From an optimization exercise on the open Yosys and OpenROAD flow, aimed at small area; shortcuts taken in it are not production practice. The RTL was checked by simulation tests, not by an equivalence proof against the original design. Power and IR drop assume default switching activity.

[run.sh]
#!/bin/bash
# synth_recipe.tcl (not shown) runs the flow's synth.tcl, then flattens the netlist and writes it again
# the make line also repeats each setting of config.mk as NAME=value (left out here)
make -C /OpenROAD-flow-scripts/flow DESIGN_CONFIG=/design/flow/config.mk WORK_HOME=/design/flow/orfs CLKGATE_MAP_FILE= SYNTH_SCRIPT=/design/flow/synth_recipe.tcl finish
[config.mk]
export PLATFORM = sky130hd
export DESIGN_NAME = M216A_TopModule
export DESIGN_NICKNAME = M216A_TopModule
export VERILOG_FILES = /design/flow/design.v
export SDC_FILE = /design/flow/constraint.sdc
export NUM_CORES = 4
export LEC_CHECK = 0
export CAP_MARGIN = 20
export CORE_MARGIN = 2
export CORE_UTILIZATION = 40
export SLEW_MARGIN = 20
[constraint.sdc]
create_clock -name core_clock -period 6.0 [get_ports {clk_i}]
set_input_delay 1.2000 -clock core_clock [delete_from_list [all_inputs] [get_ports {clk_i}]]
set_output_delay 1.2000 -clock core_clock [all_outputs]
set_load 0.01 [all_outputs]
[design.v]
`timescale 1ns / 100ps
module P1_Reg_8_bit (DataIn, DataOut, en, rst, clk);
    input [7:0] DataIn;
    output [7:0] DataOut;
    input en;
    input rst;
    input clk;
    reg [7:0] DataReg;
    always @(posedge clk or posedge rst)
        if(rst)
            DataReg <= 8'b0;
        else if(en)
            DataReg <= DataIn;
    assign DataOut = DataReg;
endmodule
module P1_Reg_5_bit (DataIn, DataOut, en, rst, clk);
    input [4:0] DataIn;
    output [4:0] DataOut;
    input en;
    input rst;
    input clk;
    reg [4:0] DataReg;
    always @(posedge clk or posedge rst)
        if(rst)
            DataReg <= 5'b0;
        else if(en)
            DataReg <= DataIn;
    assign DataOut = DataReg;
endmodule
module P1_Reg_4_bit (DataIn, DataOut, en, rst, clk);
    input [3:0] DataIn;
    output [3:0] DataOut;
    input en;
    input rst;
    input clk;
    reg [3:0] DataReg;
    always @(posedge clk or posedge rst)
        if(rst)
            DataReg <= 4'b0;
        else if(en)
            DataReg <= DataIn;
    assign DataOut = DataReg;
endmodule
module M216A_TopModule(
    clk_i,
    width_i,
    height_i,
    index_x_o,
    index_y_o,
    strike_o,
    rst_i
);
input clk_i;
input [4:0] width_i;
input [4:0] height_i;
output [7:0] index_x_o;
output [7:0] index_y_o;
output [3:0] strike_o;
input rst_i;
wire [4:0] width;
wire [4:0] height;
wire en1;
wire en2;
wire en3;
wire en4;
wire [3:0] strip_ID_addr;
wire [3:0] Id1;
wire [3:0] Id2;
wire [3:0] Id3;
wire [7:0] Width1;
wire [7:0] Width2;
wire [7:0] Width3;
wire [3:0] Id_optimal;
wire [7:0] Width_optimal;
wire strike;
wire [7:0] index_x_o_w;
wire [7:0] index_y_o_w;
wire [3:0] strike_o_w;
reg [4:0] width_reg;
controller controller_inst(
    .height(height_i),
    .clk(clk_i),
    .rst(rst_i),
    .en1(en1),
    .en2(en2),
    .en3(en3),
    .en4(en4)
);
P1_Reg_5_bit input_height_reg_5(
    .DataIn(height_i),
    .DataOut(height),
    .en(en1),
    .rst(rst_i),
    .clk(clk_i)
);
P1_Reg_5_bit input_width_reg_5(
    .DataIn(width_i),
    .DataOut(width),
    .en(en1),
    .rst(rst_i),
    .clk(clk_i)
);
preprocess p1(
    .clk(clk_i),
    .en(en2),
    .rst(rst_i),
    .height(height),
    .addr(strip_ID_addr)
);
rom_strip_id rom_strip_id_inst(
    .addr(strip_ID_addr), 
    .clk(clk_i),
    .en(en3),
    .Id1(Id1), 
    .Id2(Id2),
    .Id3(Id3),
    .rst(rst_i)
);
ram_occupied_width ram_occupied_width_inst(
    .clk(clk_i),
    .rst(rst_i),
    .en(en4),                
    .we(en3),                
    .write_id(Id_optimal),    
    .write_width(width_reg), 
    .Id1(Id1),         
    .Id2(Id2),
    .Id3(Id3),
    .Width1(Width1),
    .Width2(Width2),
    .Width3(Width3),
    .strike(strike)
);
optimal_strip_calculator optimal_strip_calculator_inst(
    .clk(clk_i),
    .rst(rst_i),
    .en(en1),
    .Id1(Id1),         
    .Id2(Id2),
    .Id3(Id3),
    .Width1(Width1),
    .Width2(Width2),
    .Width3(Width3),
    .Id_optimal(Id_optimal),
    .Width_optimal(Width_optimal)
);
always@(posedge clk_i or posedge rst_i) begin
    if (rst_i) begin
        width_reg <= 5'b0;
    end else if (en1) begin
        width_reg <= width;
    end
end
max_wdith_checker max_wdith_checker_inst(
    .clk(clk_i),
    .en(en2),
    .rst(rst_i),
    .width_i(width_reg),
    .occupied_width(Width_optimal),
    .strike(strike)
);
index_calc index_calc_inst(
    .clk(clk_i),
    .en(en3),
    .rst(rst_i),
    .strike(strike),
    .strip_id(Id_optimal),
    .occupied_width(Width_optimal),
    .index_x_o(index_x_o_w),
    .index_y_o(index_y_o_w),
    .strike_o(strike_o_w)
);
P1_Reg_8_bit output_width_reg_8(
    .DataIn(index_x_o_w),
    .DataOut(index_x_o),
    .en(en4),
    .rst(rst_i),
    .clk(clk_i)
);
P1_Reg_8_bit output_height_reg_8(
    .DataIn(index_y_o_w),
    .DataOut(index_y_o),
    .en(en4),
    .rst(rst_i),
    .clk(clk_i)
);
P1_Reg_4_bit output_strike_reg_4(
    .DataIn(strike_o_w),
    .DataOut(strike_o),
    .en(en4),
    .rst(rst_i),
    .clk(clk_i)
);
endmodule
module controller(
    input [4:0]height,
    input clk,
    input rst,
    output en1,
    output en2,
    output en3,
    output en4
);
wire start1;
assign start1 = (height!=5'b0);
reg start2;
reg [1:0]state;
always@(posedge clk or posedge rst)begin
    if(rst) begin
        state <= 2'b00;
        start2 <= 1'b0;
    end
    else if(start1 || start2) begin
        start2 <= 1'b1;
        case(state)
            2'b00:begin
                state <= 2'b01;
            end
            2'b01:begin
                state <= 2'b10;
            end
            2'b10:begin
                state <= 2'b11;
            end
            2'b11:begin
                state <= 2'b00;
            end
        endcase
    end
end
assign en1 = (state==2'b00) && (start1 || start2);
assign en2 = (state==2'b01);
assign en3 = (state==2'b10);
assign en4 = (state==2'b11);
endmodule
module preprocess(
    input [4:0]height,
    input clk,
    input en,
    input rst,
    output reg [3:0]addr
);
wire [4:0]sub4;
assign sub4 = height - 4;
always@(posedge clk or posedge rst)begin
    if(rst)
        addr <= 4'd0;
    else if(en)
        addr <= (sub4[3:0] >= 9)? 9 : sub4[3:0];
end
endmodule
module rom_strip_id(
    input [3:0] addr, 
    input clk,
    input en,
    input rst,
    output reg[3:0]Id1, 
    output reg[3:0]Id2,
    output reg[3:0]Id3
);
wire [11:0] DataID[9:0];
assign  DataID[0] = 12'h97D; 
assign  DataID[1] = 12'h75D; 
assign  DataID[2] = 12'h53D; 
assign  DataID[3] = 12'h301; 
assign  DataID[4] = 12'h012; 
assign  DataID[5] = 12'h24D; 
assign  DataID[6] = 12'h46D; 
assign  DataID[7] = 12'h68D; 
assign  DataID[8] = 12'h8DD; 
assign  DataID[9] = 12'hCBA; 
always@(posedge clk or posedge rst)begin
    if(rst)begin
        Id1 <= 4'd0;
        Id2 <= 4'd0;
        Id3 <= 4'd0;
    end
    else if(en)
    begin
        Id1 <= DataID[addr][11:8];
        Id2 <= DataID[addr][7:4];
        Id3 <= DataID[addr][3:0];
    end
end
endmodule
module ram_occupied_width(
    input clk,
    input rst,
    input en,                
    input we,                
    input [3:0] write_id,    
    input [4:0] write_width, 
    input [3:0] Id1,         
    input [3:0] Id2,
    input [3:0] Id3,
    input strike,
    output reg [7:0] Width1,
    output reg [7:0] Width2,
    output reg [7:0] Width3
);
    reg [7:0] mem [0:13];
    integer i;
    always @ (posedge clk or posedge rst) begin
        if (rst) begin
            mem[13] <= 8'd255;
            for (i = 0; i <= 12; i = i + 1) begin
                mem[i] <= 8'b0;
            end
        end else if (we) begin
            if(!strike)
                mem[write_id] <= mem[write_id]+ write_width;
        end
    end
    always @(posedge clk or posedge rst) begin
        if (rst) begin
            Width1 <= 8'd0;
            Width2 <= 8'd0;
            Width3 <= 8'd0;
        end
        else if (en) begin
            Width1 <= mem[Id1];
            Width2 <= mem[Id2];
            Width3 <= mem[Id3];
        end
    end
endmodule
module optimal_strip_calculator(
    input clk,
    input rst,
    input en,
    input [3:0] Id1,         
    input [3:0] Id2,
    input [3:0] Id3,
    input [7:0] Width1,
    input [7:0] Width2,
    input [7:0] Width3,
    output reg [3:0] Id_optimal,
    output reg [7:0] Width_optimal
);
    reg [3:0] id;
    reg [7:0] wid;
    always @(*) begin
        wid = Width1;
        id = Id1;
        if (Width2 < wid) begin
            wid = Width2;
            id = Id2;
        end
        if (Width3 < wid) begin
            wid = Width3;
            id = Id3;
        end
    end
    always @(posedge clk or posedge rst) begin
        if (rst) begin
            Id_optimal <= 4'd0;
            Width_optimal <= 8'd0;
        end
        else if (en) begin
            Id_optimal <= id;
            Width_optimal <= wid;
        end
    end
endmodule
module max_wdith_checker(
    input clk,
    input en,
    input rst,
    input [4:0] width_i,
    input [7:0] occupied_width,
    output reg strike
);
wire [7:0] sum_w = width_i + occupied_width;
wire strike_w = (sum_w > 8'd128) ? 1'b1 : 1'b0;
always @(posedge clk or posedge rst) begin
    if (rst) strike <= 1'b0;
    else if (en) strike <= strike_w;
end
endmodule
module rom_y_coord(
    input [3:0] addr,  
    input clk,
    input en,
    input rst,
    output reg[6:0] index_y  
);
wire [6:0] DataReg[13:0];
assign  DataReg[0]  = 7'd0;
assign  DataReg[1]  = 7'd8;
assign  DataReg[2]  = 7'd16;
assign  DataReg[3]  = 7'd25;
assign  DataReg[4]  = 7'd32;
assign  DataReg[5]  = 7'd42;
assign  DataReg[6]  = 7'd48;
assign  DataReg[7]  = 7'd59;
assign  DataReg[8]  = 7'd64;
assign  DataReg[9]  = 7'd76;
assign  DataReg[10] = 7'd80;
assign  DataReg[11] = 7'd96;
assign  DataReg[12] = 7'd112;
assign  DataReg[13] = 7'd0;
always@(posedge clk or posedge rst)begin
    if(rst)
        index_y <= 7'd0;
    else if(en)
        index_y <= DataReg[addr];
end
endmodule
module index_calc(
    input clk,
    input en,
    input rst,
    input strike,
    input [3:0] strip_id,
    input [7:0] occupied_width,
    output [7:0] index_x_o,
    output [7:0] index_y_o,
    output [3:0] strike_o
);
wire rom_en = (~strike && en);
reg [3:0] strike_count;
wire [6:0] index_y;
rom_y_coord ROM_Y (.clk(clk),
                    .en(rom_en),
                    .addr(strip_id),
                    .index_y(index_y),
                    .rst(rst));
assign index_y_o = (strike == 1'b1) ? 8'd128 : {1'b0, index_y};
assign index_x_o = (strike == 1'b1) ? 8'd128 : occupied_width;
assign strike_o = strike_count;
always@(posedge clk or posedge rst) begin
    if (rst) begin
        strike_count <= 4'b0;
    end
    else if (en) begin
        if (strike) begin
            strike_count <= strike_count + 4'b1;
        end
    end
end
endmodule
==> run notes <==
-- worst paths after layout --
path                                                      end  slack, ns  depth (start not counted)
max                         ram_occupied_width_inst.mem[8][7]       1.77                         14
min                           index_calc_inst.strike_count[3]       0.46                          1
max reg2reg                 ram_occupied_width_inst.mem[8][7]       1.77                         14
min reg2reg                   index_calc_inst.strike_count[3]       0.46                          1
max in group asynchronous  ram_occupied_width_inst.mem[11][0]       3.62                          3
min in group asynchronous   ram_occupied_width_inst.mem[2][3]       1.18                          2
-- Yosys cell counts, types with 6 or more instances --
master | n | share of area
mux2_2 | 59 | 0.050
a221oi_1 | 17 | 0.011
o32ai_1 | 7 | 0.0046
a22oi_1 | 36 | 0.020
o221ai_1 | 19 | 0.012
a211oi_1 | 8 | 0.0045
a21oi_1 | 96 | 0.036
nand2b_1 | 13 | 0.0061
buf_1 | 18 | 0.0051
a21o_1 | 6 | 0.0034
inv_1 | 43 | 0.012
buf_2 | 13 | 0.0049
dfrtp_1 | 205 | 0.38
mux2i_1 | 42 | 0.032
ha_1 | 33 | 0.031
clkbuf_1 | 87 | 0.024
o21ai_1 | 21 | 0.0079
nand2_1 | 228 | 0.064
o21ai_0 | 167 | 0.063
a222oi_1 | 8 | 0.0060
o22ai_1 | 12 | 0.0056
a32oi_1 | 16 | 0.011
xor2_1 | 6 | 0.0039
dfstp_2 | 8 | 0.016
a31oi_1 | 28 | 0.013
nand3_1 | 44 | 0.017
a22o_1 | 34 | 0.022
nor2_1 | 101 | 0.028
nor2b_1 | 28 | 0.013
o211ai_1 | 17 | 0.0096
xnor2_1 | 6 | 0.0039
nor3_1 | 20 | 0.0075
-- logic make-up after synthesis --
logic type	count (synthesis)
AO/OA/AOI/OAI	541
XOR/XNOR	13
adder cells (fa/ha/maj)	35
flip-flops	213
AND/OR/NAND/NOR	467
buffers and inverters	171
multiplexers	106
-- cell type report --
class                      count  area (µm²)  area share
timing repair buffer          70         616      0.0413
clock inverter                15         216      0.0145
sequential                   213        5340       0.358
tap                          442         553      0.0371
clock buffer                  29         659      0.0443
inverter                      47         180      0.0121
multi-input combinational   1162        7330       0.492
-- worst register-to-register path: cells and delay by family, from the launching register on --
family | cells | cell delay (ns)
AO/OA/AOI/OAI | 7 | 1.83
XOR/XNOR | 1 | 0.34
adder cells (fa/ha/maj) | 1 | 0.29
buffers and inverters | 2 | 0.62
flip-flops | 1 | 0.32
AND/OR/NAND/NOR | 3 | 0.68
-- routing by layer --
layer  up-vias  part of all wire  global-route usage
met5         -           0.00042                   0
met4         4             0.066               0.168
met3       228              0.11              0.0886
met2       794              0.41               0.475
met1      6251              0.41               0.443
li1       5629                 -                   -
-- power breakdown --
| part | switching, µW | internal (µW) |
|---|---|---|
| registers | 892 | 1980 |
| clock network | 628 | 999 |
| logic | 3340 | 1670 |
-- metrics by stage --
stage	utilization	setup slack [ns]	cell area, µm²	hold WS [ns]	power [µW]
floorplan	-	2.04	13300	0.436	5710
global placement	0.428	1.87	14000	0.450	7630
detailed placement	0.428	1.76	14000	0.455	7680
CTS	0.455	1.72	14900	0.466	9340
global route	0.456	1.57	14900	0.486	9970
finish	0.456	1.77	14900	0.462	9510
==> run_results.csv <==
group,metric,value,unit
grt,grt_overflow,0,
pwr,ir_worst_vdd,0.300,mV
grt,grt_pass1_vias,12200,
grt,antenna_found_initial,3,
clock_tree,cts_tree,"done",
die,core,32700,µm²
sta,fin_setup_tns,0,ns
outcome,outcome,"complete, no violations",
synth,netlist_area,13300,µm²
clock_tree,clk_path_buf_depth,3,
synth,synthMuxAreaShare,0.0890,
grt,grt_max_degree,122,
clock_tree,cts_buffers,24,
synth,syn_nets,1593,
layout,largest_register_ffs,112,
clock_tree,clkLatencyLatePin,0.55,ns
clock_tree,post_cts_buffers,0,
synth,synth-adder-area-share,0.0340,
placed_design,port_buffers,31,
sta,clock-skew-final,0.0144,ns
min_path,min_from,"index_calc_inst.strike_count[3]",
route,wl_per_cell,29.1,µm
route,routed-via-count,12900,
synth,ys_warn_count,13,
placed_design,hpwl,40200,µm
layout,layout.nets,1565,
die,die_y,187,µm
grt,grt_pass1_wl,84300,µm
setup_path,reg2reg_from,"optimal_strip_calculator_inst.Id_optimal[1]",
sta,timing.fmax,0.236,GHz
sta,rsz0062_at_grt,"no",
route,routed_wl,57500,µm
layout,top_register,"ram_occupied_width_inst.mem",
synth,synth-seq-cells,213,
setup_path,max_stage_delay,0.49,ns
min_path,hold_path.class,"flop to flop",
synth,syn-mean-instance-area,8.62,µm²
route,avgViaCountPerCell,6.52,
synth,yosysSeqAreaShare,0.401,
route,drtIter0Drc,1811,
setup_path,path_cells,"buf_4 > nor2_1 > a22o_1 > a222oi_1 > nand3b_1 > a221o_1 > ha_1 > a21o_1 > a21oi_1 > o21ai_0 > nand3_1 > xnor2_1 > buf_4 > o21ai_0",
layout,fill_cells,3271,
clock_tree,cts-resized-gates,0,
layout,n_antenna_cell,0,
synth,synth_cell_types,72,
sta,maxSlewViolCount,0,
synth,netlist_instances,1546,
die,io_pins,32,
sta,finalCritPeriodShare,0.705,
setup_path,critical_path_required,6.38,ns
sta,fin_crit,4.23,ns
setup_path,startpoint,"optimal_strip_calculator_inst.Id_optimal[1]",
layout,drive_above_1_share,0.109,
layout,mostFrequentLayoutCells,"nand2_1 (228), dfrtp_1 (205), o21ai_0 (167)",
clock_tree,ctsHoldBuffers,0,
sta,finalHoldViolations,0,
route,drc_errors,0,
setup_path,cp_slowest_cell,"o21ai_0",
placed_design,gp_congestion,1.06,
clock_tree,cts-root-buf,"clkbuf_16",
pwr,powerDensity,638,nW/µm²
setup_path,crit_path_start_kind,"flop",
layout,area_growth_syn_to_layout,11.8,%
die,fp.dieW,187,µm
grt,track_usage,0.326,
synth,synth_ff_type,"dfrtp_1",
sta,max_slew_margin,0.112,
die,rows,66,
synth,synth_compound_area_frac,0.262,
layout,fin_cells,1978,
setup_path,path_max_fanout,36,
synth,synth-edff-count,0,
clock_tree,clk_transition_reported_paths,0.06,ns
setup_path,path_class,"flop to flop",
die,start_util,0.408,
synth,async_flop_share,1.00,
sta,worst_slew_pin_slew,1.33,ns
flow_run,maxCapViolations,0,
layout,final_common_cell,"nand2_1",
pwr,p_leak,0.00614,µW
placed_design,place_inst,1934,
setup_path,cp_num_buf_inv,2,
sta,setup_viol_count_final,0,
setup_path,cp_top_family,"compound AO/OA/AOI/OAI gates",
synth,yosys.area_share.simple,0.154,
die,die_area,34800,µm²
route,postRouteAntennaNets,0,
clock_tree,htreeDepth,1,
route,first_pass_iters,7,
synth,synth-xor-area-share,0.00910,
synth,synth_top_family_by_area,"compound AO/OA/AOI/OAI gates",
setup_path,cp.arrival,4.61,ns
clock_tree,cts.sinks,213,
setup_path,end_kind,"flop",

## port drivers added, routing unchanged
No port has a modelled driver above. Below, the same layout with a new extraction and two added sets of constraints.
Step 1 sets driving cells, clkbuf_16 on the clock port and buf_2 on the other inputs (assumed; they add their load-dependent delay and slew).
Step 2 times the ports against the registers' clock, not the clock port: input delays grow and output delays shrink by t, the midpoint of the rising clock arrivals with the driver on.
a / b / c = ideal ports / drivers / drivers and shift; a / b = the first two.
shift t [ns]: 0.589
setup WS [ns]: 1.770 / 1.770 / 1.770
worst hold slack (ns): 0.462 / 0.462 / 0.462
worst slew at a driven data input, ns: 0.03
After both steps this run still meets setup and hold. The setup slack of this run moves by 0.000 ns with the drivers and by 0.000 ns with both steps.
